This design comes from an exercise in tuning for small area on the open sky130 flow, not from production work.
Function was checked by simulation only, so behaviour that the tests miss may differ from the original.
No activity file was given, so power comes from the tool's default toggle rates.

==> flow/design.v <==
`timescale 1ns / 1ps
module ted
(
	input         clk,				 
	input         reset,
	input  [15:0] addr_in,
	output [15:0] addr_out,
	input   [7:0] data_in,
	output  [7:0] data_out,
	input         rw,
	output        cpuclk,			 
	output  [6:0] color,				 
	output        csync,
	output reg    hsync,
	output reg    vsync,
	output reg    hblank,
	output reg    vblank_out,
	input         wide,
	output        ce_pix,
	output        irq,
	output        ba,
	output reg    cs_io,
	output reg    cs_ram,
	output reg    cs0,
	output reg    cs1,
	output reg    aec,
	output  [4:0] snd,
	output        pal,
	input   [7:0] k,
	input   [1:0] tvmode,
	output        cpuenable			 
);
parameter TIMER1LO=6'h00;
parameter TIMER1HI=6'h01;
parameter TIMER2LO=6'h02;
parameter TIMER2HI=6'h03;
parameter TIMER3LO=6'h04;
parameter TIMER3HI=6'h05;
parameter CONTROL1=6'h06;
parameter CONTROL2=6'h07;
parameter KEYLATCH=6'h08;
parameter IRQ		=6'h09;
parameter IRQEN	=6'h0A;
parameter RASTER	=6'h0B;
parameter CURPOSHI=6'h0C;
parameter CURPOSLO=6'h0D;
parameter CH1FREQLO=6'h0E;
parameter CH2FREQLO=6'h0F;
parameter CH2FREQHI=6'h10;
parameter SOUNDCTRL=6'h11;
parameter BMAPBASE=6'h12;
parameter CHARBASE=6'h13;
parameter VIDEOBASE=6'h14;
parameter BGCOLOR0=6'h15;
parameter BGCOLOR1=6'h16;
parameter BGCOLOR2=6'h17;
parameter BGCOLOR3=6'h18;
parameter EXCOLOR=6'h19;
parameter CHARPOSRELOADHI=6'h1A;
parameter CHARPOSRELOADLO=6'h1B;
parameter VSCANPOSHI=6'h1C;
parameter VSCANPOSLO=6'h1D;
parameter HSCANPOS=6'h1E;
parameter FLASH_VERTSUB=6'h1F;
parameter ROMEN=6'h3E;
parameter RAMEN=6'h3F;
localparam IDLE=3'b000,THALT1=3'b001,THALT2=3'b010,THALT3=3'b011,TDMA=3'b100;
reg [2:0] dma_state,dma_nextstate;			 
reg [15:0] timer1,timer1_reload;													 
reg [15:0] timer2;																			 
reg [15:0] timer3;																			 
reg test,ecm,bmm,den,rsel;										 
reg [2:0] yscroll;																				 
reg bmm_reg,ecm_reg;																	 
reg reverse,stop,mcm,csel;									          
reg [2:0] xscroll;																				 
reg reverse_reg,mcm_reg;																 
reg [7:0] keylatch;																			 
reg Cnt1Irq,Cnt2Irq,Cnt3Irq,RasterIrq;
wire LPIrq=1'b1;				 
reg enCnt1Irq,enCnt2Irq,enCnt3Irq,enRasterIrq;
wire enLPIrq=1'b0; 	 
reg [8:0] RasterCmp;																			 
reg [9:0] CursorPos;																			 
reg [9:0] Ch1Freq;																			 
reg [9:0] Ch2Freq;																			 
reg damode,ch2noise,ch2en,ch1en;										 
reg [3:0] volume;																				 
reg [2:0] bmapbase;																			 
reg charrom;																						 
reg [5:0] charbase;																			 
reg clkmode;																						 
reg [4:0] vmbase;																				 
reg [6:0] bgcolor0,bgcolor1,bgcolor2,bgcolor3,excolor;	 
reg [9:0] CharPosReload;																	 
reg [8:0] vcounter;							   											 
reg [8:0] hcounter;							   											 
reg [4:0] FlashCount;																			 
reg [2:0] VertSubCount;																		 
reg [7:0] refreshcounter;
reg refresh;
reg [3:0] phicounter;				    			 
reg phi;												 
reg singleclock;									 
reg [8:0] hcounter_next;
reg [8:0] vcounter_next;
reg [8:0] videoline;								 
reg [7:0] dataout_reg;							 
reg [7:0] data_in_reg;									 
reg [5:0] addr_in_reg;									 
reg [6:0] colorreg;								 
reg ramen;											 
reg t1stop,t2stop,t3stop;			 
reg resetRasterIrq, resetCnt1Irq,resetCnt2Irq,resetCnt3Irq;  
reg RasterIrqDone;									 
reg enabledisplay;									 
reg badline2;										 
reg ext_fetch;										 
reg char_fetch;										 
reg dma_window;										 
reg char_window;									 
reg inc_flashcount_window;						 
reg inc_vertsub_window;							 
reg inc_vertline_window;							 
reg hpos_0,hpos_8,hpos_154,hpos_172,hpos_288,hpos_295,hpos_296,hpos_303,hpos_304;
reg hpos_312,hpos_320,hpos_336,hpos_343,hpos_348,hpos_352,hpos_359,hpos_380,hpos_382;
reg hpos_384,hpos_391,hpos_392,hpos_400,hpos_407,hpos_424,hpos_431,hpos_432,hpos_440,hpos_1,hpos_321;
reg inc_charpos;									 
reg [15:0] addr_out_reg;								 
reg [15:0] tedaddress;									 
reg datahold;										 
reg VertSubActive;									 
reg tedwrite_delay;								 
reg csyncreg,palreg,equalization,eq1,eq2;		 
reg [9:0] videocounter;							 
reg inc_videocounter;								 
reg [9:0] videocounter_reload;				 
reg [9:0] CharPosition;							 
reg CharPosLatch;									 
reg latch_window;									 
reg latch_charposition;							 
reg [7:0] attr_buf [0:39];								 
reg [7:0] char_buf [0:39];								 
reg [7:0] nextchar,currentchar,waitingchar,pixelchar;	 
reg [7:0] nextattr,currentattr,waitingattr,pixelattr;	
reg [7:0] nextpixels,currentpixels,waitingpixels;
reg [7:0] pixelshiftreg;							 
reg [5:0] shiftcount;								 
reg verticalscreen;								 
reg widescreen,narrowscreen;				 
reg videoshift;										 
reg nextcursor,currentcursor,waitingcursor;   
reg [6:0] pixelcolor;									 
reg doubleshift;									 
reg dotfetch;												 
reg dotfetch_reg;									 
reg [2:0] xscroll_latch;							 
reg [2:0] yscroll_latch;							 
reg vblank;							 
reg refresh_inc;									 
reg stopreg;											 
reg [1:0] audiocycle;								 
reg [9:0] ch1count,ch2count;			 
reg ch1state,ch2state;						 
reg ch1stateclk_prev,ch2stateclk_prev;
reg [7:0] noisegen;								 
reg [4:0] digivolume;								 
reg [17:0] watchdog_ch1;	 
integer i;
integer j;
integer n;
wire dphi;													 
wire [8:0] EOS,VS_START,VS_STOP,EQ_START,EQ_STOP,VBLANK_START,VBLANK_STOP;		 
wire tick8;													 
wire blanking;												 
wire lowrom,highrom;										 
wire irqpos;												 
wire io,tedreg,tedwrite;								 
wire badline;												 
wire attr_fetch_line;									 
wire tedlatch;												 
wire [7:0] charpointer,attrpointer;
wire multicolor;											 
wire pixelscreen;											 
wire ch1clk,ch2clk;										 
wire ch1stateclk,ch2stateclk;							 
wire ch1audio,ch2audio;									 
wire noise;													 
wire watchdog_ch1max;				 
wire cycle_end=(phicounter==15)?1'b1:1'b0;				 
wire single_cycle_end=(cycle_end & phi)?1'b1:1'b0;	 
always @(posedge clk) begin									 
	phicounter<=phicounter+1'd1;
	if(reset) begin								 
		phicounter<=4'b0;
	end
end
assign cpuclk = singleclock?phi:dphi;						 
assign dphi = phicounter[3];									 
assign cpuenable=(single_cycle_end)?1'b1:					 
						(cycle_end && !singleclock)?1'b1:
						1'b0;
always @(posedge clk) begin									 
	if (cycle_end)	phi<=~phi;											
	if(reset) begin								 
		phi<=1'b0;
	end
end
always @(posedge clk)											 
	begin
	if(single_cycle_end)											 
		singleclock<=((enabledisplay & ext_fetch) | refresh | clkmode | stop);		 
		if(reset) begin								 
		singleclock<=1'b0;
	end
end
always @(posedge clk)
	begin
	if(single_cycle_end)
		stopreg<=stop;
		if(reset) begin								 
		stopreg<=1'b0;
	end
end
always @(posedge clk)											 
	begin
	if(hpos_296)
		ext_fetch<=0;
	else if(hpos_400)
		ext_fetch<=1;
		if(reset) begin								 
		ext_fetch<=1'b0;
	end
end
assign attr_fetch_line=(videoline>=0 && videoline<203);
always @(posedge clk)											 
	begin
	if(hpos_336)
		refresh<=0;
	else if(hpos_296)
		refresh<=1;
		if(reset) begin								 
		refresh<=1'b0;
	end
end
always @(posedge clk)											 
	begin
	if(hpos_343)
		refresh_inc<=0;
	else if(hpos_303)
		refresh_inc<=1;
		if(reset) begin								 
		refresh_inc<=1'b0;
	end
end
always @(posedge clk)
	begin
		if(single_cycle_end & (refresh_inc|stopreg))
					refreshcounter<=refreshcounter+1'd1;
		else	if(hpos_431 & (videoline==0|refresh_inc|stopreg))
			refreshcounter<=8'h00;
		if(reset) begin								 
		refreshcounter<=8'h00;
	end
end
assign tick8=(phicounter[1:0]==3)?1'b1:1'b0;  
assign ce_pix = tick8;
always @(posedge clk)
	begin
		hcounter<=hcounter_next;
		vcounter<=vcounter_next;
		if(hpos_392)
			videoline<=vcounter;
		if(reset) begin								 
		hcounter<=9'b0;
		vcounter<=9'b0;
		videoline<=9'b0;
	end
end
always @*									 
	begin
	hcounter_next=hcounter;
		if (tedlatch & addr_in_reg[5:0]==HSCANPOS)								 
			begin
				hcounter_next=hcounter+1'd1;
				hcounter_next[8:3]=~data_in_reg[7:2];		 
			end
		else if (tick8 & ~stopreg)
			begin
				if (hcounter==9'd455)
					hcounter_next=9'd0;
				else
					hcounter_next=hcounter+1'd1;
			end
	end
always @*									 
	begin
	vcounter_next=vcounter;
		if(tedwrite & addr_in[5:1]==5'b01110)								 
			begin
			if(addr_in[0]==0)
				vcounter_next={data_in[0],vcounter[7:0]};
			else vcounter_next={vcounter[8],data_in};
			end
		else if(inc_vertline_window & single_cycle_end)
				begin
					if (vcounter==EOS)
							vcounter_next=0;
					else	vcounter_next=vcounter+1'd1;
				end
	end
always @(posedge clk)
	begin
	if(hpos_384)
		inc_vertline_window<=1;
	else if (single_cycle_end)
		inc_vertline_window<=0;
		if(reset) begin								 
		inc_vertline_window<=1'b0;
	end
end
always @(posedge clk) begin
	if(tedwrite)												 
		begin
		if (addr_in[5:0]==TIMER1LO)
			begin
				timer1[7:0]<=data_in;
				timer1_reload[7:0]<=data_in;
				t1stop<=1;
			end
		if (addr_in[5:0]==TIMER1HI)
			begin
				timer1[15:8]<=data_in;
				timer1_reload[15:8]<=data_in;
				t1stop<=0;
			end
		end
	if(phicounter==7 && ~phi & ~t1stop & ~stopreg)			 
		begin															
		timer1<=((timer1==0)?timer1_reload:timer1)-1'd1;
		end
	if(reset) begin
		t1stop <= 1;
		timer1 <= 16'hFFFF;
	end
	if(reset) begin								 
		timer1_reload<=16'b0;
	end
end
always @(posedge clk) begin
	if(tedwrite)													 
		begin
		if (addr_in[5:0]==TIMER2LO)
			begin
				timer2[7:0]<=data_in;
				t2stop<=1;
			end
		if (addr_in[5:0]==TIMER2HI)
			begin
				timer2[15:8]<=data_in;
				t2stop<=0;
			end
		end
	else if(phicounter==15 && phi==0 && t2stop==0 && stopreg==0)		 
	begin
		timer2<=timer2-1'd1;
	end
	if(reset) begin
		t2stop <= 1;
		timer2 <= 16'hFFFF;
	end
end
always @(posedge clk) begin
	if(tedwrite)
		begin
		if (addr_in[5:0]==TIMER3LO)							 
			begin
				timer3[7:0]<=data_in;
				t3stop<=1;
			end
		if (addr_in[5:0]==TIMER3HI)
			begin
				timer3[15:8]<=data_in;
				t3stop<=0;
			end
		end
	if(phicounter==7 && phi==1 && t3stop==0 && stopreg==0)				 
		begin
		timer3<=timer3-1'd1;
		end
	if(reset) begin
		t3stop <= 1;
		timer3 <= 16'hFFFF;
	end
end
assign irqpos=(phicounter==4 & ~phi)?1'b1:1'b0;
always @(posedge clk)
	begin
	if(reset|resetCnt1Irq)
		Cnt1Irq<=0;
	else if(irqpos && timer1==0)
		Cnt1Irq<=1;
	end
always @(posedge clk)
	begin
	if(reset|resetCnt2Irq)
		Cnt2Irq<=0;
	else if(irqpos && timer2==0)
		Cnt2Irq<=1;
	end
always @(posedge clk)
	begin
	if(reset|resetCnt3Irq)
		Cnt3Irq<=0;
	else if(irqpos && timer3==0) 
		Cnt3Irq<=1;
	end
always @(posedge clk)
	begin
	if (reset|resetRasterIrq)
		RasterIrq<=0;
	else	if (RasterCmp==vcounter)
		begin
		if(~RasterIrqDone & tick8)			 
			begin
			RasterIrq<=1;
			RasterIrqDone<=1;
			end
		end
	else RasterIrqDone<=0;
		if(reset) begin								 
		RasterIrqDone<=1'b0;
	end
end
assign irq=~((enCnt1Irq & Cnt1Irq)|(enCnt2Irq & Cnt2Irq)| (enCnt3Irq & Cnt3Irq) | (enRasterIrq & RasterIrq) | (enLPIrq & LPIrq));
always @(posedge clk)
	begin
		if((singleclock & ~phi) | (dma_state==TDMA))
			aec<=0;
		else aec<=1;
		if(reset) begin								 
		aec<=0;
	end
end
assign ba=(dma_state==IDLE)?1'b1:1'b0;
assign badline=((yscroll_latch==videoline[2:0]) & enabledisplay & attr_fetch_line)?1'b1:1'b0;			 
always @(posedge clk)
	begin
	if(inc_vertline_window & single_cycle_end)
		begin
		if(badline)
			badline2<=1;
		else if(badline2)
			badline2<=0;
		end
		if(reset) begin								 
		badline2<=1'b0;
	end
end
always @(posedge clk)										 
	begin
	if(single_cycle_end)
		yscroll_latch<=yscroll;
		if(reset) begin								 
		yscroll_latch<=3'b0;
	end
end
always @(posedge clk)
	begin
	if(videoline==0 && den==1)
		enabledisplay<=1;
	if(videoline==204)
		enabledisplay<=0;
		if(reset) begin								 
		enabledisplay<=1'b0;
	end
end
always @(posedge clk)					 
	begin
	if(videoline==9'd204)
		char_fetch<=0;
	else if(badline2)
		char_fetch<=1;
		if(reset) begin								 
		char_fetch<=1'b0;
	end
end
always @(posedge clk)					 
	begin
	if(hpos_296)
		inc_charpos<=0;
	else if(hpos_432)
		inc_charpos<=1;
		if(reset) begin								 
		inc_charpos<=1'b0;
	end
end
always @(posedge clk)					 
	begin
	latch_charposition<=0;
	if(hpos_288)
		latch_window<=1;
	else if(single_cycle_end & latch_window)
		begin
		latch_window<=0;
		latch_charposition<=1;			 
		end
		if(reset) begin								 
		latch_charposition<=1'b0;
		latch_window<=1'b0;
	end
end
always @(posedge clk)
	begin
	if(hpos_392)
		begin
		if(VertSubCount==6)
			CharPosLatch<=1;				 
		else 
			CharPosLatch<=0;
		end
		if(reset) begin								 
		CharPosLatch<=1'b0;
	end
end
always @(posedge clk)					 
	begin
	if(tedwrite & addr_in[5:0]==CHARPOSRELOADHI)
			CharPosReload[9:8]<=data_in[1:0];
	else if(tedwrite & addr_in[5:0]==CHARPOSRELOADLO)
			CharPosReload[7:0]<=data_in;
	else if(hpos_392 & videoline==EOS)		 
			CharPosReload<=0;
	else if(CharPosLatch & latch_charposition & VertSubActive)				 
			CharPosReload<=CharPosition;
		if(reset) begin								 
		CharPosReload<=10'b0;
	end
end
always @(posedge clk)									 
	begin
	if(hpos_392)											 
		CharPosition<=0;
	else
		begin
		if(hpos_432 & enabledisplay & VertSubActive)										 
			CharPosition<=CharPosReload;
		else if(inc_charpos & single_cycle_end)
			CharPosition<=CharPosition+1'd1;
		end
		if(reset) begin								 
		CharPosition<=10'b0;
	end
end
always @(posedge clk)
	begin
	dma_state<=dma_nextstate;
		if(reset) begin								 
		dma_state<=IDLE;
	end
end
always @*
	begin
	dma_nextstate=dma_state;
	case(dma_state)
	IDLE:		begin	
				if((badline|badline2) & dma_window)
					dma_nextstate=THALT1;
				end
	THALT1:	begin
				if((badline|badline2) & dma_window & single_cycle_end)
					dma_nextstate=THALT2;
				else if (~dma_window | ~(badline|badline2))
					dma_nextstate=IDLE;
				end
	THALT2:	begin
				if((badline|badline2) & dma_window & single_cycle_end)
					dma_nextstate=THALT3;
				else if (~dma_window | ~(badline|badline2))
					dma_nextstate=IDLE;
				end
	THALT3:	begin
				if((badline|badline2) & dma_window & single_cycle_end)
					dma_nextstate=TDMA;
				else if (~dma_window | ~(badline|badline2))
					dma_nextstate=IDLE;
				end
	TDMA:		begin
				if (~dma_window | ~(badline|badline2))
					dma_nextstate=IDLE;
				end
	default:	dma_nextstate=IDLE;
	endcase	
	end
always @(posedge clk)
	begin
	if(hpos_407 & tick8)
		dma_window<=1;
	else if(hpos_295 & tick8)
		dma_window<=0;
		if(reset) begin								 
		dma_window<=1'b0;
	end
end
always @(posedge clk)				 
	begin
	if(enabledisplay)
		begin
		if(hpos_296 | shiftcount==6'd40)
			inc_videocounter<=0;
		else if(hpos_432)
			inc_videocounter<=1;
		end
		if(reset) begin								 
		inc_videocounter<=1'b0;
	end
end
always @(posedge clk)
	begin
	if(hpos_392 & videoline==EOS)	 
		videocounter_reload<=0;
		else if(inc_videocounter && hcounter_next == 9'd432 && tick8)  
		videocounter_reload<=videocounter+1'd1;
	else if(VertSubCount==6 && latch_charposition && enabledisplay)			 
		videocounter_reload<=videocounter;
		if(reset) begin								 
		videocounter_reload<=10'b0;
	end
end	
always @(posedge clk)						 
	begin
	if(enabledisplay)
		begin
		if(hpos_432)
			videocounter<=videocounter_reload;
		else if(inc_videocounter & single_cycle_end)							 
			videocounter<=videocounter+1'd1;
		end
		if(reset) begin								 
		videocounter<=10'b0;
	end
end
wire inc_videocounter_nx = reset ? 1'b0 :
		(enabledisplay ? ((hpos_296 | shiftcount==6'd40) ? 1'b0 : (hpos_432 ? 1'b1 : inc_videocounter)) : inc_videocounter);
wire buf_shift_nx = ~reset & (phicounter==4'd14) & phi & inc_videocounter_nx;
reg buf_shift,buf_hold;
always @(posedge clk) begin
	buf_shift<=buf_shift_nx;
	buf_hold<=~reset & ~buf_shift_nx;
end
always @(posedge clk)
	begin
	attr_buf[0]<=({8{buf_shift}} & (badline ? data_in : attr_buf[39])) | ({8{buf_hold}} & attr_buf[0]);
	char_buf[0]<=({8{buf_shift}} & (badline2 ? data_in : char_buf[39])) | ({8{buf_hold}} & char_buf[0]);
	for(i=1;i<40;i=i+1) begin
		attr_buf[i]<=({8{buf_shift}} & attr_buf[i-1]) | ({8{buf_hold}} & attr_buf[i]);
		char_buf[i]<=({8{buf_shift}} & char_buf[i-1]) | ({8{buf_hold}} & char_buf[i]);
		end
	end
always @(posedge clk)
	begin
	if(single_cycle_end)
		begin
		if(inc_videocounter)
			begin
			nextattr<=attr_buf[39];
			shiftcount<=shiftcount+1'd1;
			if(((CursorPos==CharPosition) && VertSubActive) || (CursorPos==0 && CharPosition==0))					 
				nextcursor<=1;
			else nextcursor<=0;
			if(badline2)
				nextchar<=data_in;
			else
				nextchar<=char_buf[39];
			end
		else begin
			nextattr<=0;
			shiftcount<=0;
			nextchar<=0;
			end
		end
		if(reset) begin
		nextattr<=8'b0;
		shiftcount<=6'b0;
		nextcursor<=1'b0;
		nextchar<=8'b0;
	end
end
always @(posedge clk)							 
	begin
	if(hpos_304)
		char_window<=0;
	else if(hpos_440 & enabledisplay)
		char_window<=1;
		if(reset) begin								 
		char_window<=1'b0;
	end
end
always @(posedge clk)								 
	begin
	if(char_window)
		begin
		if(hpos_440)
			nextpixels<=0;
		else if(cycle_end & ~phi)
			nextpixels<=data_in;
		end
		if(reset) begin								 
		nextpixels<=8'b0;
	end
end
always @(posedge clk)
	begin
	if(hpos_392)					
		inc_vertsub_window<=1;
	else if(single_cycle_end)
		inc_vertsub_window<=0;
	if (hpos_380 & badline)													 
		VertSubActive<=1;
	else if (~enabledisplay)												 
		VertSubActive<=0;
		if(reset) begin								 
		inc_vertsub_window<=1'b0;
		VertSubActive<=1'b0;
	end
end
always @(posedge clk)
		begin
			if(tedwrite && addr_in[5:0]==FLASH_VERTSUB)					 
				VertSubCount<=data_in[2:0];
			else 
				if(inc_vertsub_window & single_cycle_end)					 
						if (videoline==0)											 
							VertSubCount<=3'd7;
						else if(enabledisplay & VertSubActive) 
							VertSubCount<=VertSubCount+1'd1;					 
			if(reset) begin								 
		VertSubCount<=3'b0;
	end
end
always @(posedge clk)
	begin
	if(hpos_348)
		inc_flashcount_window<=1;
	else if(single_cycle_end)
		inc_flashcount_window<=0;
	if(tedwrite && addr_in[5:0]==FLASH_VERTSUB)
			FlashCount[3:0]<=data_in[6:3];
	else if(videoline==205 & inc_flashcount_window & single_cycle_end)
			FlashCount<=FlashCount+1'd1;
		if(reset) begin								 
		inc_flashcount_window<=1'b0;
		FlashCount<=5'b0;
	end
end
always @(hcounter)
	begin
	hpos_0=0;
	hpos_1=0;
	hpos_8=0;
	hpos_154=0;
	hpos_172=0;
	hpos_288=0;
	hpos_295=0;
	hpos_296=0;
	hpos_303=0;
	hpos_304=0;
	hpos_312=0;
	hpos_320=0;
	hpos_321=0;
	hpos_336=0;
	hpos_343=0;
	hpos_348=0;
	hpos_352=0;
	hpos_359=0;
	hpos_380=0;
	hpos_382=0;
	hpos_384=0;
	hpos_391=0;
	hpos_392=0;
	hpos_400=0;
	hpos_407=0;
	hpos_424=0;
	hpos_431=0;
	hpos_432=0;
	hpos_440=0;
	case (hcounter)
				0:		hpos_0=1;				 
				1:    hpos_1=1;
				8:		hpos_8=1;				 
				154:  hpos_154=1;				 
				172:	hpos_172=1;				 
				288:	hpos_288=1;				 
				295:	hpos_295=1;				 
				296:	hpos_296=1;				 
				303:	hpos_303=1;				 
				304:  hpos_304=1;				 
				312:	hpos_312=1;				 
				320: 	hpos_320=1;				 
				321:  hpos_321=1;
				336:  hpos_336=1;				 
				343:	hpos_343=1;				 
				348:	hpos_348=1;				 
				352:	hpos_352=1;				 
				359:	hpos_359=1;				 
				380:	hpos_380=1;
				382:	hpos_382=1;				 
				384:	hpos_384=1;				 
				391: 	hpos_391=1;	
				392:	hpos_392=1;				 
				400:  hpos_400=1;				 
				407:	hpos_407=1;				 
				424:	hpos_424=1;				 
				431:	hpos_431=1;				 
				432:	hpos_432=1;				 
				440:  hpos_440=1;				 
				default:;
	endcase				
end
always @(posedge clk)									 
	begin
		if(rsel==1) begin
			if(videoline==9'd4)					 
				verticalscreen<=1;
			else if (videoline==9'd204)			 
				verticalscreen<=0;
		 end
		else begin
			if(videoline==9'd8)					 
				verticalscreen<=1;
			else if(videoline==9'd200)			 
				verticalscreen<=0;
		end
		if(reset) begin								 
		verticalscreen<=1'b0;
	end
end
always @(posedge clk)									 
	begin
		if(enabledisplay & verticalscreen) 
			begin 
				if(hpos_320 & tick8)
					widescreen<=0;
				else if (hpos_0 & tick8)
					widescreen<=1;
				if(hpos_312 & tick8)
					narrowscreen<=0;
				else if (hpos_8 & tick8)
					narrowscreen<=1;
			end
		if(reset) begin								 
		widescreen<=1'b0;
		narrowscreen<=1'b0;
	end
end
always @(posedge clk)
	begin
	if (hpos_312)
		videoshift<=0;
	else if(enabledisplay & hpos_440)
		videoshift<=1;
		if(reset) begin								 
		videoshift<=1'b0;
	end
end
always @(posedge clk)						 
	begin
	if(hpos_440)
		begin
		waitingattr<=0;
		waitingchar<=0;
		waitingpixels<=0;
		currentattr<=0;
		currentchar<=0;
		currentpixels<=0;
		end
	else if(cycle_end & videoshift)
		begin
		if(phi)
			begin
			currentchar<=nextchar;
			waitingchar<=currentchar;
			currentattr<=nextattr;
			waitingattr<=currentattr;
			waitingpixels<=currentpixels;
			currentcursor<=nextcursor;
			waitingcursor<=currentcursor;
			end
		else if(~phi)
			currentpixels<=nextpixels;
		end
		if(reset) begin								 
		waitingattr<=8'b0;
		waitingchar<=8'b0;
		waitingpixels<=8'b0;
		currentattr<=8'b0;
		currentchar<=8'b0;
		currentpixels<=8'b0;
		currentcursor<=1'b0;
		waitingcursor<=1'b0;
	end
end
wire cursor=(waitingcursor & ~FlashCount[4]);
always @(posedge clk)										 
	begin
	if (single_cycle_end)
		begin
		xscroll_latch<=xscroll;
		ecm<=ecm_reg;
		bmm<=bmm_reg;
		reverse<=reverse_reg;
		mcm<=mcm_reg;
		end
		if(reset) begin								 
		xscroll_latch<=3'b0;
		ecm<=1'b0;
		bmm<=1'b0;
		reverse<=1'b0;
		mcm<=1'b0;
	end
end
always @(posedge clk)										 
	begin
	if(videoshift | widescreen)												 
		begin
		if(tick8)									
			begin
				doubleshift<=~doubleshift;
				if(hcounter[2:0] == xscroll_latch)				 
					begin
					doubleshift<=0;
					if(cursor & ~bmm & ~ecm & ~mcm)		 
						pixelshiftreg<=waitingpixels^8'hFF;
					else pixelshiftreg<=waitingpixels;
					pixelattr<=waitingattr;					 
					pixelchar<=waitingchar;
					end
				else
					begin
					if(~multicolor)
						pixelshiftreg<={pixelshiftreg[6:0],1'b0};
					else if(doubleshift)											 
						pixelshiftreg<={pixelshiftreg[5:0],2'b0};
					end
			end
		end
	else pixelshiftreg<=0;									 
		if(reset) begin								 
		doubleshift<=1'b0;
		pixelshiftreg<=8'b0;
		pixelattr<=8'b0;
		pixelchar<=8'b0;
	end
end
assign pixelscreen=(csel)?widescreen:narrowscreen;					 
assign multicolor= mcm & (ecm | pixelattr[3] | bmm);			 
wire onscreen=pixelscreen & enabledisplay;
wire ps7=pixelshiftreg[7], ps6=pixelshiftreg[6];
wire m_text=~bmm & ~ecm;							 
wire m_ecm=~mcm & ~bmm & ecm;						 
wire m_bmp=~mcm & bmm & ~ecm;						 
wire m_mcbmp=mcm & bmm & ~ecm;					 
wire mc_text=m_text & multicolor;
wire st_text=m_text & ~multicolor;
wire st_fg=(reverse|mcm) ? ps7 : ((ps7 & ~(pixelattr[7] & FlashCount[4])) ^ pixelchar[7]);
wire s_attr=onscreen & ((st_text & st_fg) | (mc_text & ps7 & ps6) | (m_ecm & ps7));
wire s_attr_b3=onscreen & ((st_text & st_fg) | (m_ecm & ps7));		 
wire s_bmp1=onscreen & ((m_bmp & ps7) | (m_mcbmp & ~ps7 & ps6));
wire s_bmp0=onscreen & ((m_bmp & ~ps7) | (m_mcbmp & ps7 & ~ps6));
wire s_bg0=onscreen & ((st_text & ~st_fg) | ((mc_text | m_mcbmp) & ~ps7 & ~ps6) | (m_ecm & ~ps7 & ~pixelchar[7] & ~pixelchar[6]));
wire s_bg1=onscreen & ((mc_text & ~ps7 & ps6) | (m_mcbmp & ps7 & ps6) | (m_ecm & ~ps7 & ~pixelchar[7] & pixelchar[6]));
wire s_bg2=onscreen & ((mc_text & ps7 & ~ps6) | (m_ecm & ~ps7 & pixelchar[7] & ~pixelchar[6]));
wire s_bg3=onscreen & m_ecm & ~ps7 & pixelchar[7] & pixelchar[6];
wire s_ex=~onscreen;
always @*
	begin
	pixelcolor=({7{s_attr}} & {pixelattr[6:4],pixelattr[3] & s_attr_b3,pixelattr[2:0]})
		| ({7{s_bmp1}} & {pixelattr[2:0],pixelchar[7:4]})
		| ({7{s_bmp0}} & {pixelattr[6:4],pixelchar[3:0]})
		| ({7{s_bg0}} & bgcolor0)
		| ({7{s_bg1}} & bgcolor1)
		| ({7{s_bg2}} & bgcolor2)
		| ({7{s_bg3}} & bgcolor3)
		| ({7{s_ex}} & excolor);
	end
always @(posedge clk)						 
	begin
	if (tick8 | reset)
		colorreg<=pixelcolor & {7{~(blanking | reset)}};
	end
assign pal = !tvmode ? !palreg : tvmode[0];
assign EOS = pal?9'd311:9'd261;					 
assign VS_START = pal?9'd254:9'd229;			 
assign VS_STOP = pal?9'd257:9'd232; 			 
assign EQ_START = pal?9'd251:9'd226;			 
assign EQ_STOP = pal?9'd260:9'd235;				 
assign VBLANK_START = pal?9'd251:9'd226; 		 
assign VBLANK_STOP = pal?9'd269:9'd244;		 
always @(posedge clk)								 
	begin
	csyncreg<=(equalization)?(eq1&eq2)^vsync:hsync;
		if(reset) begin								 
		csyncreg<=1'b0;
	end
end
always @(posedge clk)								 
	begin
	if (videoline==VS_START && hpos_400)
		vsync<=1;
	else if (videoline==VS_STOP && hpos_400)
		vsync<=0;
		if(reset) begin								 
		vsync<=0;
	end
end
always @(posedge clk)								 
	begin
	if(videoline==EQ_START && hpos_400)
		equalization<=1;
	else if (videoline==EQ_STOP && hpos_400)
		equalization<=0;
		if(reset) begin								 
		equalization<=1'b0;
	end
end
always @(posedge clk)								 
	begin
	if(hpos_154)
		eq1<=0;
	else if (hpos_172)
		eq1<=1;
	if(hpos_382)
		eq2<=0;
	else if (hpos_400)
		eq2<=1;
		if(reset) begin								 
		eq1<=1'b1;
		eq2<=1'b1;
	end
end
always @(posedge clk)								 
	begin
	if(hpos_359)
		hsync<=0;
	else if (hpos_391)
		hsync<=1;
		if(reset) begin								 
		hsync<=0;
	end
end
always @(posedge clk) begin							 
	if((wide && hpos_1) || (~wide && hpos_424)) begin										
		if(videoline==VBLANK_STOP) vblank_out<=0;
		hblank<=0;
	end else if((wide && hpos_321) || (~wide && hpos_352)) begin		 
		if(videoline==VBLANK_START) vblank_out<=1;
		hblank<=1;
	end
	if(reset) begin								 
		vblank_out<=0;
		hblank<=0;
	end
end
always @(posedge clk)							 
	begin
	if(videoline==VBLANK_STOP)
		vblank<=0;
	else if(videoline==VBLANK_START)
		vblank<=1;
		if(reset) begin								 
		vblank<=1'b0;
	end
end
assign blanking=hblank|vblank;
assign csync=csyncreg;
assign color=colorreg;
always @(posedge clk)		 
	begin
case (phicounter)			 
	1:		begin	
				cs_io<=1;
				cs_ram<=1;
				cs0<=1;
				cs1<=1;
			end
	7:		if(io) cs_io<=0;
			else if(~tedreg) begin
				cs_ram<=0;
				if(rw & ((~ramen & ~dotfetch_reg) | (charrom & dotfetch_reg ))) begin	 
					cs0<=~lowrom;	          
					cs1<=~highrom;           
					cs_ram<=lowrom|highrom;  
				end
			end
	endcase
	if(reset) begin								 
		cs_io<=1;
		cs_ram<=1;
		cs0<=1;
		cs1<=1;
	end
	end
assign lowrom=(addr_in[15:14]==2'b10);							 
assign highrom=(addr_in[15:14]==2'b11);							 
assign io=(addr_in[15:8]==8'hFD || addr_in[15:8]==8'hFE);	 
assign tedreg=(addr_in[15:6]==10'b1111111100 && (addr_in[5]==0 || addr_in[5:1]==7'b11111));		 
assign addr_out=(~aec)?addr_out_reg:16'hffff;
always @(posedge clk)
	begin
		if(cycle_end)
			begin
			addr_out_reg<=tedaddress;
			dotfetch_reg<=dotfetch;
			end
		if(reset) begin								 
		addr_out_reg<=0;
		dotfetch_reg<=1'b0;
	end
end
assign charpointer=(inc_videocounter)?((badline2)?data_in:char_buf[39]):8'd0;	
always @*
	begin
	tedaddress=16'hffff;
	dotfetch=0;
	if(phi==0)						 
		begin
		if(dma_state==TDMA)
			tedaddress={vmbase,(badline)?1'b0:1'b1,videocounter};				 
		end
	else  
		begin						  
		if(refresh_inc|stopreg)				 
			tedaddress={8'hff,refreshcounter};
		else if(inc_charpos & char_fetch)
			begin
			dotfetch=1;
			if(~bmm)				 
				begin
				tedaddress=(~reverse)?{charbase[5:0],charpointer[6:0],VertSubCount}:{charbase[5:1],charpointer,VertSubCount};
				tedaddress[10:9]=(ecm)?2'b00:tedaddress[10:9];
				end
			else
				tedaddress={bmapbase,CharPosition,VertSubCount};	 
			end
		end
	end
assign tedwrite=tedreg&~rw&cycle_end;		 
assign tedlatch=tedwrite_delay & (phicounter==3);		 
always @(posedge clk)
	begin
		if(tedwrite)
			tedwrite_delay<=1;
		else if (phicounter==3)
			tedwrite_delay<=0;
		if(reset) begin								 
		tedwrite_delay<=1'b0;
	end
end
wire [7:0] wdata=data_in & {8{~reset}};				 
wire wr=tedwrite;
wire [5:0] wa=addr_in[5:0];
wire ld_ctrl1=reset | (wr && wa==CONTROL1);
wire ld_ctrl2=reset | (wr && wa==CONTROL2);
wire ld_key=reset | (wr && wa==KEYLATCH);
wire ld_irqen=reset | (wr && wa==IRQEN);
wire ld_raster=reset | (wr && wa==RASTER);
wire ld_curhi=reset | (wr && wa==CURPOSHI);
wire ld_curlo=reset | (wr && wa==CURPOSLO);
wire ld_ch1lo=reset | (wr && wa==CH1FREQLO);
wire ld_ch2lo=reset | (wr && wa==CH2FREQLO);
wire ld_ch2hi=reset | (wr && wa==CH2FREQHI);
wire ld_snd=reset | (wr && wa==SOUNDCTRL);
wire ld_bmap=reset | (wr && wa==BMAPBASE);
wire ld_charb=reset | (wr && wa==CHARBASE);
wire ld_video=reset | (wr && wa==VIDEOBASE);
wire ld_ram=reset | (wr && wa[5:1]==5'b11111);
wire ld_inreg=reset | wr;
wire [6:0] cdata={7{~reset}} & ({7{wr}} | data_in_reg[6:0]);
wire ld_bg0=reset | (wr && wa==BGCOLOR0) | (tedlatch && addr_in_reg==BGCOLOR0);
wire ld_bg1=reset | (wr && wa==BGCOLOR1) | (tedlatch && addr_in_reg==BGCOLOR1);
wire ld_bg2=reset | (wr && wa==BGCOLOR2) | (tedlatch && addr_in_reg==BGCOLOR2);
wire ld_bg3=reset | (wr && wa==BGCOLOR3) | (tedlatch && addr_in_reg==BGCOLOR3);
wire ld_ex=reset | (wr && wa==EXCOLOR) | (tedlatch && addr_in_reg==EXCOLOR);
always @(posedge clk)
	begin
	if(ld_inreg) begin data_in_reg<=wdata; addr_in_reg<=wa & {6{~reset}}; end
	if(ld_ctrl1) {test,ecm_reg,bmm_reg,den,rsel,yscroll}<=wdata;
	if(ld_ctrl2) {reverse_reg,palreg,stop,mcm_reg,csel,xscroll}<=wdata;
	if(ld_key) keylatch<=k | {8{reset}};
	if(ld_irqen) {enCnt3Irq,enCnt2Irq,enCnt1Irq,enRasterIrq,RasterCmp[8]}<={wdata[6],wdata[4],wdata[3],wdata[1],wdata[0]};
	if(ld_raster) RasterCmp[7:0]<=wdata;
	if(ld_curhi) CursorPos[9:8]<=wdata[1:0];
	if(ld_curlo) CursorPos[7:0]<=wdata;
	if(ld_ch1lo) Ch1Freq[7:0]<=wdata;
	if(ld_ch2lo) Ch2Freq[7:0]<=wdata;
	if(ld_ch2hi) Ch2Freq[9:8]<=wdata[1:0];
	if(ld_snd) {damode,ch2noise,ch2en,ch1en,volume}<=wdata;
	if(ld_bmap) {bmapbase,charrom,Ch1Freq[9:8]}<=wdata[5:0];
	if(ld_charb) {charbase,clkmode}<=wdata[7:1];
	if(ld_video) vmbase<=wdata[7:3];
	if(ld_ram) ramen<=~reset & wa[0];
	if(ld_bg0) bgcolor0<=cdata;
	if(ld_bg1) bgcolor1<=cdata;
	if(ld_bg2) bgcolor2<=cdata;
	if(ld_bg3) bgcolor3<=cdata;
	if(ld_ex) excolor<=cdata;
	end
always @(posedge clk)									 
	begin
	resetRasterIrq<=1'b0;
	resetCnt1Irq<=1'b0;
	resetCnt2Irq<=1'b0;
	resetCnt3Irq<=1'b0;
	if (wr && wa==IRQ)
		begin
		resetCnt3Irq<=data_in[6];
		resetCnt2Irq<=data_in[4];
		resetCnt1Irq<=data_in[3];
		resetRasterIrq<=data_in[1];
		end
	if(reset) begin
		resetRasterIrq<=0;
		resetCnt1Irq<=0;
		resetCnt2Irq<=0;
		resetCnt3Irq<=0;
	end
	end
reg [7:0] rdval;									 
always @*
	begin
	case(addr_in[5:0])
	TIMER1LO:			rdval=timer1[7:0];
	TIMER1HI:			rdval=timer1[15:8];
	TIMER2LO:			rdval=timer2[7:0];
	TIMER2HI:			rdval=timer2[15:8];
	TIMER3LO:			rdval=timer3[7:0];
	TIMER3HI:			rdval=timer3[15:8];
	CONTROL1:			rdval={test,ecm,bmm,den,rsel,yscroll};
	CONTROL2:			rdval={reverse,~pal,stop,mcm,csel,xscroll};
	KEYLATCH:			rdval=keylatch;
	IRQ:					rdval={~irq,Cnt3Irq,1'b1,Cnt2Irq,Cnt1Irq,LPIrq,RasterIrq,1'b1};
	IRQEN:				rdval={1'b1,enCnt3Irq,1'b1,enCnt2Irq,enCnt1Irq,enLPIrq,enRasterIrq,RasterCmp[8]};
	RASTER:				rdval=RasterCmp[7:0];
	CURPOSHI:			rdval={6'h3f,CursorPos[9:8]};
	CURPOSLO:			rdval=CursorPos[7:0];
	CH1FREQLO:			rdval=Ch1Freq[7:0];
	CH2FREQLO:			rdval=Ch2Freq[7:0];
	CH2FREQHI:			rdval={6'h1f,Ch2Freq[9:8]};
	SOUNDCTRL:			rdval={damode,ch2noise,ch2en,ch1en,volume};
	BMAPBASE:			rdval={2'b11,bmapbase,charrom,Ch1Freq[9:8]};
	CHARBASE:			rdval={charbase,clkmode,~ramen};
	VIDEOBASE:			rdval={vmbase,3'b111};
	BGCOLOR0:			rdval={1'b1,bgcolor0};
	BGCOLOR1:			rdval={1'b1,bgcolor1};
	BGCOLOR2:			rdval={1'b1,bgcolor2};
	BGCOLOR3:			rdval={1'b1,bgcolor3};
	EXCOLOR:				rdval={1'b1,excolor};
	CHARPOSRELOADHI:	rdval={6'h3f,CharPosReload[9:8]};
	CHARPOSRELOADLO:	rdval=CharPosReload[7:0];
	VSCANPOSHI:			rdval={7'h7f,vcounter[8]};
	VSCANPOSLO:			rdval=vcounter[7:0];
	HSCANPOS:			rdval={hcounter[8:2],1'b0};
	FLASH_VERTSUB:		rdval={1'b1,FlashCount[3:0],VertSubCount};
	ROMEN:				rdval=8'h00;
	RAMEN:				rdval=8'h00;
	default:				rdval=8'hff;
	endcase
	end
wire dout_ff=reset | (phicounter==4'd1);
wire dout_ld=dout_ff | (tedreg & rw & (phicounter==4'd7));
always @(posedge clk)
	begin
	if(dout_ld)
		dataout_reg<=rdval | {8{dout_ff}};
	if(tedreg & rw & (phicounter==4'd10))		 
		datahold<=1;
	if(phicounter==1)
		datahold<=0;
	if(reset)
		datahold<=1'b0;
	end
assign data_out=(datahold)?dataout_reg:8'hff;
assign snd=(ch1audio & ch2audio) ? {digivolume[3:0],1'b0} : ((ch1audio | ch2audio) ? digivolume : 5'd0);  
always @(posedge clk)						 
	begin
	if(single_cycle_end)
		audiocycle<=audiocycle+1'd1;
		if(reset) begin								 
		audiocycle<=2'b0;
	end
end
assign ch1clk=single_cycle_end&(audiocycle==2'b11);		 
assign ch2clk=single_cycle_end&(audiocycle==2'b01);		 
always @(posedge clk)
	begin
	if(ch1clk)
		begin
		if((ch1count==10'h3fe) || damode)
			ch1count<=Ch1Freq;
		else	ch1count<=ch1count+1'd1;
		end
		if(reset) begin								 
		ch1count<=10'h3ff;
	end
end
assign ch1stateclk=(ch1count==10'h3fe)?1'b1:1'b0;
always @(posedge clk)	 
	begin
	ch1stateclk_prev<=ch1stateclk;
	if(damode|watchdog_ch1max)							 
		ch1state<=0;
	else if(~ch1stateclk_prev & ch1stateclk)		 
				ch1state<=~ch1state;						 
		if(reset) begin								 
		ch1stateclk_prev<=1'b0;
		ch1state<=1'b0;
	end
end
assign ch1audio=(ch1en)?~ch1state:1'b0;		 
always @(posedge clk)									 
	begin
	if((~ch1stateclk_prev & ch1stateclk)|watchdog_ch1max)		 
		watchdog_ch1<=0;
	else if(ch1clk)										 
		watchdog_ch1<={watchdog_ch1[16:0],~(watchdog_ch1[17]^watchdog_ch1[10])};
		if(reset) begin								 
		watchdog_ch1<=18'b0;
	end
end
assign watchdog_ch1max=(watchdog_ch1==18'h2833d)?1'b1:1'b0;	
always @(posedge clk)
	begin
	if(ch2clk)
		begin
		if((ch2count==10'h3fe) || damode)
			ch2count<=Ch2Freq;
		else	ch2count<=ch2count+1'd1;
		end
		if(reset) begin								 
		ch2count<=10'h3ff;
	end
end
assign ch2stateclk=(ch2count==10'h3fe)?1'b1:1'b0;
always @(posedge clk)	 
	begin
	ch2stateclk_prev<=ch2stateclk;
	if(damode)												 
		ch2state<=0;
	else if(~ch2stateclk_prev & ch2stateclk)		 
				ch2state<=~ch2state;						 
		if(reset) begin								 
		ch2stateclk_prev<=1'b0;
		ch2state<=1'b0;
	end
end
assign ch2audio=(ch2en)?~ch2state:noise;		 
always @(posedge clk)
	begin
	if(damode)
		noisegen<=0;
	else if(~ch2stateclk_prev & ch2stateclk)
		begin
		for(n=1;n<8;n=n+1)
			begin
			noisegen[n]<=noisegen[n-1];
			end
		noisegen[0]<=1'b1^noisegen[7]^noisegen[5]^noisegen[4]^noisegen[1];
		end
		if(reset) begin								 
		noisegen<=8'b0;
	end
end
assign noise=(ch2noise)?noisegen[0]:1'b0;		 
always @*								 
	begin
	case (volume)
				0: digivolume=0;
				1: digivolume=1;
				2: digivolume=3;
				3: digivolume=5;
				4: digivolume=7;
				5: digivolume=9;
				6: digivolume=11;
				7: digivolume=13;
		default:	digivolume=15;
	endcase
	end
endmodule
==> flow/flow/run.sh <==
#!/bin/bash
export BUFFER_PORTS_ARGS="-buffer_cell sky130_fd_sc_hd__buf_1"
bash standard.sh > standard.log 2>&1
==> flow/standard.sh <==
#!/bin/bash
# synth_recipe.tcl (not shown) runs the flow's synth.tcl, then flattens the netlist and writes it again
# the make line also repeats each setting of config.mk as NAME=value (left out here)
make -C /OpenROAD-flow-scripts/flow DESIGN_CONFIG=/design/flow/config.mk WORK_HOME=/design/flow/orfs CLKGATE_MAP_FILE= SYNTH_SCRIPT=/design/flow/synth_recipe.tcl "${@:-finish}"
==> flow/config.mk <==
export PLATFORM = sky130hd
export DESIGN_NAME = ted
export DESIGN_NICKNAME = ted
export VERILOG_FILES = /design/flow/design.v
export SDC_FILE = /design/flow/constraint.sdc
export NUM_CORES = 4
export LEC_CHECK = 0
export CAP_MARGIN = 20
export CORE_MARGIN = 2
export CORE_UTILIZATION = 70
export CTS_BUF_LIST = sky130_fd_sc_hd__clkbuf_16
export CTS_CLUSTER_DIAMETER = 100
export CTS_CLUSTER_SIZE = 24
export PLACE_DENSITY = 0.85
export SLEW_MARGIN = 20
==> flow/constraint.sdc <==
create_clock -name core_clock -period 10.0 [get_ports {clk}]
set_input_delay 2.0000 -clock core_clock [delete_from_list [all_inputs] [get_ports {clk}]]
set_output_delay 2.0000 -clock core_clock [all_outputs]
set_load 0.01 [all_outputs]
==> metrics.md, run 1 <==
| Metric | Value |
|---|---|
| Status | no timing/DRC/antenna violations |
| Final Slew Violations | 0 |
| Site Rows | 93 |
| TritonCTS Buffers | 55 |
| CP required | ~8 ns |
| Setup TNS | 0 ns |
| Vias in the first global route | 33000 |
| Cell area after synthesis | approximately 0.046 mm^2 |
| Initial antenna violation count | 7 |
| Crit-path max FO | 11 |
| Pwr Density | 161 mW/mm^2 |
| Fin crit share | between 50% and 60% |
| DIE WIDTH | between 200 and 300 um |
| Post-CTS Setup Bufs | 0 |
| Crit path kind | in2out |
| Fmax | approximately 180 MHz |
| Commonest non-fill, non-tap cells in the layout | 1035 x dfxtp_1, 675 x a22o_1, 533 x nand2_1 |
| Number of flops mapped to enable cells by yosys | ~160 |
| Biggest regs | attr_buf (320), char_buf (320), watchdog_ch1 (18) |
| I/O pin count | 90 |
| Seq/Total Area, Yosys | between 50% and 60% |
| WL final | about 130 mm |
| Wire per inst | ~25 um |
| Slowest cell delay on critical path | between 0.7 and 0.8 ns |
| Clock-pin slew on the worst setup and hold paths | roughly 0.10 ns |
| Core ar. | about 0.065 mm^2 |
| Die Height | ~260 um |
| Clk root buf | clkbuf_16 |
| Die area | 0.0678 mm^2 |
| Fillers | 4524 |
| R2R Path End | timer1[14] |
| Unrepaired setup endpoints after global routing | no |
| LEAKAGE | 17.3 nW |
| Max clock buf depth | 3 |
| CTS Hold Bufs | 0 |
| Final Util | approximately 74% |
| Final Setup Violations | 0 |
| Commonest non-fill, non-tap cell in the layout | dfxtp_1 |
| Synth Area in Compound Gates | approximately a quarter |
| Post-Synth XOR/XNOR Area | 1.52% |
| Vias | ~36000 |
| Mapped Nets | around 4600 |
| Crit start category | primary input |
| H-tree depth | 2 |
| Post-synthesis simple-gate area fraction | 13.9% |
| Setup Skew | approximately 0.020 ns |
| Largest family of logic cells by synthesized area | compound AO/OA/AOI/OAI gates |
| Worst path bufs/invs | 3 |
| Setup crit end | pal |
| Clock Latency Late Sink | a little under 0.7 ns |
| Mux cell area share after synthesis | under 10% |
| Adder-Cell Fraction of Synth Area | 0.816% |
| Total gr overflow | 0 |
| GRT Total Usage | between 30 and 40% |
| Worst VDD drop | roughly 0.15 mV |
| Fin. Hold Viols | 0 |
| Delay-heaviest family, CP | simple AND/OR/NAND/NOR gates |
| Pin count of the biggest net entering global routing | 274 |
| Crit end category | output pin |
| Synthesized area per cell | around 10 um^2 |
| RR Startpoint | timer1[6] |
| Max cap viols | 0 |
| Asr flop ratio synth | 0% |
| PostCTS Resize Cnt | 0 |
| Area growth, synth to finish | 4.44% |
| Slew headroom | between 20% and 30% |
| DR vias/cell | ~7 |
| Yosys reg bits | roughly 1200 |
| Fraction of layout cells with a size suffix above 1 | about 4.8% |
| Worst Reg-to-Reg Cells | 12 |
| Slowest CP cell | nor2_1 |
| Number of port buffers | 89 |
| Remaining antenna violation count | 0 |
| CTS sink cnt | about 1200 |
| Hold Path Class | reg2reg |
| Period minus WS final | ~5.5 ns |
| HPWL reported at the end of detailed placement | between 80 and 90 mm |
| CP startpoint | tvmode[1] |
| Pre-antenna DRT Iters | 8 |
| Cells after synthesis | roughly 4600 |
| First-pass GRT wire length | a little under 200 mm |
| RePlAce Congestion | ~1.1 |
| Syn. warnings | 3 |
| Starting Density | 71.1% |
| Crit path cell chain | buf_1 > nor2_1 > nor2_1 > inv_1 > buf_1 |
| Worst R2R Setup Slack | 5.76 ns |
| Critical path arrival | around 3.5 ns |
| Drt initial violations | 5109 |
| Synth Flop Type | dfxtp_1 |
| Final net count | 4493 |
| Yosys cell types | 96 |
| DR DRC count | 0 |
| CP Depth | 5 |
| Worst slew pin tran | between 1 and 1.5 ns |
| CTS tree | yes |
worst min path at each step:
stage,startpoint,endpoint,slack [ns],depth (start not counted)
after CTS,resetCnt3Irq,Cnt3Irq,0.40,1
after global placement,resetCnt3Irq,Cnt3Irq,0.37,1
after detailed placement,resetCnt3Irq,Cnt3Irq,0.39,1
final,resetCnt3Irq,Cnt3Irq,0.40,1
after floorplan,resetCnt1Irq,Cnt1Irq,0.37,1
after global routing,resetCnt2Irq,Cnt2Irq,0.42,1
layer usage:
layer	global-route usage, %	vias to the layer above	wire length (um)
met4	18.3	6	7030
met2	55.1	1770	55700
li1	-	16500	-
met5	0	-	35
met1	51.5	17300	52600
met3	8.98	396	14400
per-stage QoR:
stage	power, mW	worst slack (ns)	instance area [um^2]	std cells	hold slack, ns
final	7.72	4.49	48100	5295	0.400
after global routing	7.91	4.45	48000	5294	0.416
after CTS	7.72	4.57	48000	5293	0.399
after detailed placement	5.36	4.46	46600	5223	0.388
after global placement	5.36	4.59	46500	5222	0.375
after floorplan	5.22	5.36	46000	4571	0.373
power breakdown:
part,switching (mW),total (mW),internal [mW]
Clock,1.46,2.46,0.997
Combinational,0.211,0.279,0.0677
Sequential,0.0733,4.98,4.91
layout make-up:
| class | count | area (um^2) | share of cell area (%) |
|---|---|---|---|
| flip-flops and latches | 1193 | 25500 | 53.0 |
| multi-input cells | 2980 | 19100 | 39.7 |
| clock buffers | 55 | 1380 | 2.86 |
| well taps | 855 | 1070 | 2.23 |
| repair buffers | 139 | 771 | 1.60 |
| inverters | 56 | 210 | 0.437 |
| clock inverters | 15 | 97.6 | 0.203 |
| diodes | 2 | 5.00 | 0.0104 |
cells in the mapped netlist, drive strengths merged, types with 30 or more instances:
cell	count	area [um^2]
dfxtp	1037	20800
a22o	675	5910
nand2	534	2010
nor2	321	1210
clkbuf	302	1130
a21oi	301	1520
edfxtp	156	4680
nand3	106	543
o21ai	106	534
nor3	73	408
a22oi	70	526
a211oi	60	485
inv	55	206
nand4	44	282
xnor2	44	385
or2	42	263
buf	40	195
mux2i	37	370
and3	36	225
xor2	36	315
o22ai	31	194
ha	30	375
nor2b	30	188
kinds of logic (layout without fill, tap and decap cells):
logic type | Yosys count | count (layout)
multiplexers | 54 | 54
flip-flops | 1193 | 1193
AND/OR/NAND/NOR | 1358 | 1358
buffers and inverters | 398 | 265
other | 0 | 2
XOR/XNOR | 80 | 80
AO/OA/AOI/OAI | 1458 | 1458
adder cells (fa/ha/maj) | 30 | 30
==> inputs of run 2 (changes only) <==
==> flow/run.sh (new file) <==
#!/bin/bash
# synth_recipe.tcl (not shown) runs the flow's synth.tcl, then flattens the netlist and writes it again
# the make line also repeats each setting of config.mk as NAME=value (left out here)
make -C /OpenROAD-flow-scripts/flow DESIGN_CONFIG=/design/flow/config.mk WORK_HOME=/design/flow/orfs CLKGATE_MAP_FILE= SYNTH_SCRIPT=/design/flow/synth_recipe.tcl finish
removed: flow/flow/run.sh
removed: flow/standard.sh
==> run 2 against run 1 <==
Net effect: worst setup slack lost 0.63 ns; global-route usage is essentially flat; sequential power is essentially flat; via count grew 0.14%; power grew 1.1%; count of clock-buffer cells in the layout grew 2; first-iteration DRC count shrank 11%; combinational power grew 6%; critical path depth is the same.
==> metrics.md, run 2 <==
| Metric | Value |
|---|---|
| Clock Latency Late Sink | 0.69 ns (about the same) |
| Worst slew pin tran | 1.06 ns (-0.104 ns) |
| Hold Crit Depth | 1 (unchanged) |
| Cell area after synthesis | 0.0460 mm^2 (unchanged) |
| Switching power of the nets | 1.77 mW (+1.2%) |
| Final net count | 4492 (-0.022%) |
| Fin crit share | 61.4% (+6.3 points) |
| Fraction of layout cells with a size suffix above 1 | 4.73% (-0.070 points) |
| Synthesized area per cell | 10.1 um^2 (unchanged) |
| Yosys cell types | 96 (unchanged) |
| Pwr Density | 160 mW/mm^2 (-0.19%) |
| RePlAce Congestion | 1.13 (+2.6%) |
| Top cell type's share of synthesized area | 45.1% (unchanged) |
| Vias in the first global route | 33000 (+0.048%) |
| WL final | 130 mm (-0.18%) |
| Hold Startpoint | resetCnt2Irq |
| CTS sink cnt | 1193 (unchanged) |
| Initial antenna violation count | 3 (-4) |
| Asr flop ratio synth | 0% (unchanged) |
| Internal | 6.04 mW (+1.1%) |
| HPWL reported at the end of detailed placement | 88.8 mm (-0.97%) |
| Die area | 0.0678 mm^2 (unchanged) |
| Period minus WS final | 6.14 ns (+0.632 ns) |
| Post-synth top area cell | dfxtp_1 |
| Core ar. | 0.0647 mm^2 (unchanged) |
| Yosys reg bits | 1193 (unchanged) |
| Syn. warnings | 3 (unchanged) |
| Multi-input gate area | 0.0191 mm^2 (about the same) |
| Worst Reg-to-Reg Cells | 12 (unchanged) |
| Pre-antenna DRT Iters | 8 (unchanged) |
| Switching part of the total power | 22.7% (+0.025 points) |
| I/O pin count | 90 (unchanged) |
| Fin. Hold Viols | 0 (unchanged) |
| RR Startpoint | timer1[6] |
| Area growth, synth to finish | 5.80% |
| First-pass GRT wire length | 196 mm (about the same) |
| Unrepaired setup endpoints after global routing | no |
| Mapped Nets | 4639 (unchanged) |
| Combinational share of power | 3.8% (+0.2 points) |
| Crit end category | output pin |
| Worst Hold Path EP | Cnt2Irq |
| Clock-pin slew on the worst setup and hold paths | 0.09 ns (about the same) |
| H-tree depth | 2 (unchanged) |
| Worst VDD drop | 0.155 mV (+3.8%) |
| Crit-path max FO | 11 (unchanged) |
| LEAKAGE | 17.6 nW (+1.5%) |
| Vias | 36100 (+0.14%) |
| Commonest non-fill, non-tap cell in the layout | dfxtp_1 |
| Slew headroom | 27.2% (+5.1 points) |
| Crit start category | primary input |
| Number of port buffers | 89 (unchanged) |
| Synth Flop Type | dfxtp_1 |
| Top cells by count, synth | 1037 x dfxtp_1, 675 x a22o_1, 533 x nand2_1 |
| CTS tree | yes |
| DIE WIDTH | 260 um (unchanged) |
| CTS Hold Bufs | 0 (unchanged) |
| Fillers | 4477 (-1.0%) |
| Setup TNS | 0 ns (unchanged) |
| Placed insts | 5221 (-0.038%) |
| Total gr overflow | 0 (unchanged) |
| Critical path arrival | 4.14 ns (+0.63 ns) |
| Pin count of the biggest net entering global routing | 246 (-10%) |
| TritonCTS Buffers | 56 (+1.8%) |
| Final Non-Filler Cells | 5298 (+0.057%) |
| Worst R2R Setup Slack | 5.76 ns (about the same) |
| Reg area | 0.0255 mm^2 (unchanged) |
| Status | no timing/DRC/antenna violations |
| Final Slew Violations | 0 (unchanged) |
| Wire per inst | 24.4 um (-0.24%) |
| Clk root buf | clkbuf_16 |
| PostCTS Resize Cnt | 0 (unchanged) |
| DR vias/cell | 6.81 (about the same) |
| Setup Skew | 0.0285 ns (+0.00836 ns) |
| Biggest regs | attr_buf (320), char_buf (320), watchdog_ch1 (18) |
| Clk network pwr share | 32.4% (+0.5 points) |
| Final Util | 75.2% (+0.97 points) |
| Die Height | 260 um (unchanged) |
| Number of flops mapped to enable cells by yosys | 156 (unchanged) |
| Max clock buf depth | 3 (unchanged) |
| Seq/Total Area, Yosys | 55.3% (unchanged) |
| Post-CTS Setup Bufs | 0 (unchanged) |
| CP required | 8.00 ns (about the same) |
| Commonest non-fill, non-tap cells in the layout | 1035 x dfxtp_1, 675 x a22o_1, 533 x nand2_1 |
| Count leader, synth | dfxtp_1 |
| Fmax | 163 MHz (-10%) |
| Drt initial violations | 4548 (-11%) |
| Hold Path Class | reg2reg |
| R2R Path End | timer1[14] |
| Crit path kind | in2out |
| DR DRC count | 0 (unchanged) |
| Synth area leaders | dfxtp_1 45%, a22o_1 13%, edfxtp_1 10% |
| Cells after synthesis | 4571 (unchanged) |
| Site Rows | 93 (unchanged) |
| Max cap viols | 0 (unchanged) |
| GRT Total Usage | 37.3% (about the same) |
| Final Setup Violations | 0 (unchanged) |
| Seq pwr share | 63.8% (-0.7 points) |
| Remaining antenna violation count | 0 (unchanged) |
| Starting Density | 71.1% (unchanged) |
## run 2: per-stage QoR
stage / power (mW) / setup WS [ns] / hold slack [ns] / area [um^2]
2_1_floorplan: 5.22 / 5.36 / 0.373 / 46000
3_3_place_gp: 5.37 / 3.99 / 0.374 / 47100
3_5_place_dp: 5.37 / 3.90 / 0.387 / 47100
4_1_cts: 7.81 / 3.90 / 0.400 / 48700
5_1_grt: 7.99 / 3.73 / 0.418 / 48700
6_report: 7.81 / 3.86 / 0.404 / 48700
## run 2: critical path: stages
cell and delay [ns]:
clkdlybuf4s50_1 0.46, nor2_1 0.04, nor2_1 0.67, inv_1 0.39, clkdlybuf4s50_1 0.58
## run 2: power by group through the flow
stage          Combinational (mW)  Clock (mW)  Sequential [mW]
2_1_floorplan               0.174           0             5.04
3_3_place_gp                0.283           0             5.09
3_5_place_dp                0.286           0             5.09
4_1_cts                     0.287        2.54             4.98
5_1_grt                     0.312        2.70             4.98
6_report                    0.297        2.53             4.98
## run 2: worst max-delay path by stage
stage,start,to,cells past startpoint
2_1_floorplan,tvmode[1],pal,4
6_report,tvmode[1],pal,5
5_1_grt,tvmode[1],pal,5
3_5_place_dp,tvmode[1],pal,5
4_1_cts,tvmode[1],pal,5
3_3_place_gp,tvmode[1],pal,5
## run 2: metal layers
metal	global-route usage (%)	routed length, um	up-vias
met5	0	39	-
met4	16.7	6860	6
met3	8.69	13700	404
met2	55.7	55500	1840
met1	52.0	53400	17300
li1	-	-	16600
## run 2: final cells by class
cell class              instances  area share (%)
diodes                          3          0.0154
inverters                      56           0.432
well taps                     855            2.20
clock inverters                17           0.270
repair buffers                137            2.70
multi-input cells            2980            39.2
clock buffers                  57            2.93
flip-flops and latches       1193            52.3
## run 2: cells by family (layout without fill, tap and decap cells)
| kind of cell | after synthesis | count (layout) | synth area share, % |
|---|---|---|---|
| flip-flops | 1193 | 1193 | 55.3 |
| adder cells (fa/ha/maj) | 30 | 30 | 0.816 |
| AND/OR/NAND/NOR | 1358 | 1358 | 13.9 |
| buffers and inverters | 398 | 267 | 3.34 |
| XOR/XNOR | 80 | 80 | 1.52 |
| other | 0 | 3 | 0 |
| AO/OA/AOI/OAI | 1458 | 1458 | 23.9 |
| multiplexers | 54 | 54 | 1.22 |
==> inputs of run 3 (changes only) <==
--- a/flow/design.v
+++ b/flow/design.v
@@ -141,7 +141,7 @@
 reg latch_charposition;							 
 reg [7:0] attr_buf [0:39];								 
 reg [7:0] char_buf [0:39];								 
-reg [7:0] nextchar,currentchar,waitingchar,pixelchar;	 
+reg [7:0] currentchar,waitingchar,pixelchar;	 
 reg [7:0] nextattr,currentattr,waitingattr,pixelattr;	
 reg [7:0] nextpixels,currentpixels,waitingpixels;
 reg [7:0] pixelshiftreg;							 
@@ -668,24 +668,22 @@
 			if(((CursorPos==CharPosition) && VertSubActive) || (CursorPos==0 && CharPosition==0))					 
 				nextcursor<=1;
 			else nextcursor<=0;
-			if(badline2)
-				nextchar<=data_in;
-			else
-				nextchar<=char_buf[39];
 			end
 		else begin
 			nextattr<=0;
 			shiftcount<=0;
-			nextchar<=0;
 			end
+		nextchar_valid<=inc_videocounter;
 		end
 		if(reset) begin
 		nextattr<=8'b0;
 		shiftcount<=6'b0;
 		nextcursor<=1'b0;
-		nextchar<=8'b0;
+		nextchar_valid<=1'b0;
 	end
 end
+reg nextchar_valid;
+wire [7:0] nextchar=char_buf[0] & {8{nextchar_valid}};
 always @(posedge clk)							 
 	begin
 	if(hpos_304)
==> flow/flow/run.sh (new file) <==
#!/bin/bash
export BUFFER_PORTS_ARGS="-buffer_cell sky130_fd_sc_hd__buf_1"
bash standard.sh > standard.log 2>&1
==> flow/standard.sh (new file) <==
#!/bin/bash
# synth_recipe.tcl (not shown) runs the flow's synth.tcl, then flattens the netlist and writes it again
# the make line also repeats each setting of config.mk as NAME=value (left out here)
make -C /OpenROAD-flow-scripts/flow DESIGN_CONFIG=/design/flow/config.mk WORK_HOME=/design/flow/orfs CLKGATE_MAP_FILE= SYNTH_SCRIPT=/design/flow/synth_recipe.tcl "${@:-finish}"
removed: flow/run.sh
==> run 3 against run 2 <==
Net effect: still clean; first-iteration DRC count up 16%; wire length shrank 1.8%; cell count fell by 0.62%; fmax grew 14%; sequential share of layout area grew 0.64 points; area after synthesis fell by 0.65%; worst setup slack improved by 0.77 ns; clock power about the same; die area down 0.64%; global-route usage shrank 0.59 points; largest cell class unchanged; largest power group unchanged.
==> metrics.md, run 3 <==
| Metric | Value |
|---|---|
| Asr flop ratio synth | 0% (unchanged) |
| Drt initial violations | 5293 (+16%) |
| Placed instance area | 0.0462 mm^2 (-1.8%) |
| Worst VDD drop | 0.177 mV (+14%) |
| Die Height | 260 um (-0.32%) |
| Crit-path max FO | 28 (+17) |
| Commonest non-fill, non-tap cells in the layout | 1028 x dfxtp_1, 663 x a22o_1, 490 x nand2_1 |
| Fmax | 186 MHz (+14%) |
| GRT Total Usage | 36.7% (-0.59 points) |
| Number of port buffers | 89 (unchanged) |
| Count leader, synth | dfxtp_1 |
| H-tree depth | 2 (unchanged) |
| Worst Hold Path EP | Cnt3Irq |
| Setup TNS | 0 ns (unchanged) |
| Die area | 0.0674 mm^2 (-0.64%) |
| Synth Flop Type | dfxtp_1 |
| Post-CTS Setup Bufs | 0 (unchanged) |
| CTS tree | yes |
| Hold Startpoint | resetCnt3Irq |
| Total gr overflow | 0 (unchanged) |
| Yosys cell types | 89 (-7.3%) |
| Wire per inst | 24.2 um (-1.2%) |
| Pin count of the biggest net entering global routing | 279 (+13%) |
| Max clock buf depth | 3 (unchanged) |
| DR vias/cell | 6.82 (+0.20%) |
| DR DRC count | 0 (unchanged) |
| RR Startpoint | phicounter[0] |
| Post-synth top area cell | dfxtp_1 |
| Seq/Total Area, Yosys | 55.4% (+0.057 points) |
| Clock Latency Late Sink | 0.69 ns (about the same) |
| Worst hold slack | 0.393 ns (-0.0110 ns) |
| LEAKAGE | 17.3 nW (-1.4%) |
| Critical path arrival | 5.92 ns (+1.78 ns) |
| Status | no timing/DRC/antenna violations |
| Biggest regs | attr_buf (320), char_buf (320), watchdog_ch1 (18) |
| Synth area leaders | dfxtp_1 45%, a22o_1 13%, edfxtp_1 10% |
| Starting Density | 70.9% (-0.21 points) |
| WL final | 127 mm (-1.8%) |
| Period minus WS final | 5.37 ns (-0.766 ns) |
| CTS Hold Bufs | 0 (unchanged) |
| Cells after synthesis | 4536 (-0.77%) |
| Slowest CP cell | a2111oi_4 |
| Final Slew Violations | 0 (unchanged) |
| Unrepaired setup endpoints after global routing | no |
| Setup Skew | 0.0441 ns (+0.0155 ns) |
| Syn. warnings | 3 (unchanged) |
| Slowest cell delay on critical path | 0.73 ns (+0.06 ns) |
| Max cap viols | 0 (unchanged) |
| Vias | 35900 (-0.42%) |
| Initial antenna violation count | 2 (-1) |
| Site Rows | 93 (unchanged) |
| Crit path cell chain | buf_1 > nand4_2 > a2111oi_4 > and2_2 > buf_4 > nand2_4 > a31oi_2 > nor2_1 > a311oi_1 |
| CTS sink cnt | 1186 (-0.59%) |
| PnR worst setup slack | 4.63 ns (+0.766 ns) |
| Pre-CTS setup slack | 4.08 ns (+0.180 ns) |
| Top cell type's share of synthesized area | 45.1% (about the same) |
| Hold Path Class | reg2reg |
| Worst Reg-to-Reg Cells | 11 (-1) |
| Remaining antenna violation count | 0 (unchanged) |
| Commonest non-fill, non-tap cell in the layout | dfxtp_1 |
| DIE WIDTH | 260 um (-0.32%) |
| Post-route cell area | 0.0478 mm^2 (-1.7%) |
| Mapped Nets | 4604 (-0.75%) |
| Final Setup Violations | 0 (unchanged) |
| First-pass GRT wire length | 193 mm (-1.9%) |
| Number of flops mapped to enable cells by yosys | 156 (unchanged) |
| CP required | 10.55 ns (+2.55 ns) |
| I/O pin count | 90 (unchanged) |
| Fin crit share | 53.7% (-7.7 points) |
| Slew headroom | 18.3% (-8.9 points) |
| Area growth, synth to finish | 4.63% |
==> run 3: cell types whose count changed after synthesis, sizes merged, moves of 8 or more <==
cell	delta
nor2b	-13
inv	+10
mux2	+8
a22o	-12
nand2	-43
and2	-8
nand3	+22
a21oi	+9
or4	+10
mux2i	+11
a32oi	-12
a211oi	-12
==> run 3: worst max path at each step <==
| stage | slack [ns] | endpoint | depth (start not counted) |
|---|---|---|---|
| global route | 4.36 | CharPosReload[5] | 9 |
| CTS | 4.76 | CharPosReload[5] | 9 |
| floorplan | 5.37 | pal | 2 |
| detailed placement | 4.08 | CharPosReload[5] | 9 |
| finish | 4.63 | CharPosReload[6] | 9 |
| global placement | 4.22 | CharPosReload[0] | 9 |
==> run 3: cells by family (layout without fill, tap and decap cells) <==
family	Yosys count	count (layout)	share of synthesized area, %
multiplexers	73	73	1.68
buffers and inverters	408	281	3.43
AND/OR/NAND/NOR	1318	1318	13.6
XOR/XNOR	81	81	1.55
other	0	1	0
flip-flops	1186	1186	55.4
adder cells (fa/ha/maj)	30	30	0.821
AO/OA/AOI/OAI	1440	1440	23.6
==> run 3: through the flow <==
stage	std cells	total power, mW
after floorplan	4536	5.18
after global placement	5189	5.31
after detailed placement	5189	5.31
after CTS	5263	7.73
after global routing	5264	7.92
final	5265	7.73
==> run 3: per-layer routing <==
metal	GRT usage, %	share of wire [%]	vias up
met1	52.3	41	17200
met5	0	0	-
li1	-	-	16500
met4	16.7	5.2	0
met2	54.6	43	1904
met3	6.93	11	352
==> run 3: cell type report <==
cell class | count | area, um^2
antenna | 1 | 2.50
clock buffer | 57 | 1430
clock inverter | 17 | 128
fill | 4635 | 16600
inverter | 65 | 244
multi-input combinational | 2942 | 18900
sequential | 1186 | 25300
tap | 855 | 1070
timing repair buffer | 142 | 768
==> run 3: worst max-delay path: cells and delay by family <==
family | cells | cell delay (ns)
AO/OA/AOI/OAI | 3 | 1.64
AND/OR/NAND/NOR | 4 | 1.23
buffers and inverters | 2 | 1.01
==> run 3: report_power, final <==
part           leakage [nW]  internal, mW  switching (mW)
Sequential             9.81          4.88          0.0680
Combinational          6.71        0.0655           0.200
Clock                 0.807          1.04            1.48

[what the ideal ports hide]
How much do the figures lean on ideal ports? The routed layouts below were timed once more, with nothing changed but the port constraints. Step 1 sets driving cells, clkbuf_16 on the clock port and buf_2 on the other inputs (assumed; they add their load-dependent delay and slew). Step 2 times the ports against the registers' clock, not the clock port: input delays grow and output delays shrink by t, the midpoint of the rising clock arrivals with the driver on. a / b / c = ideal / step 1 / step 2; a / b = the first two.
run | t, ns | setup slack, ns | worst register clock-pin slew, ns
run 1 | 0.730 | 4.495 / 4.470 / 4.286 | 0.11 / 0.11
run 2 | 0.744 | 3.863 / 3.830 / 3.830 | 0.11 / 0.11
run 3 | 0.725 | 4.629 / 4.669 / 3.944 | 0.11 / 0.11
After both steps setup and hold are still met in every run listed. For run 3, which loses most, drivers alone change the setup slack by +0.040 ns; drivers and shift together by -0.685 ns.
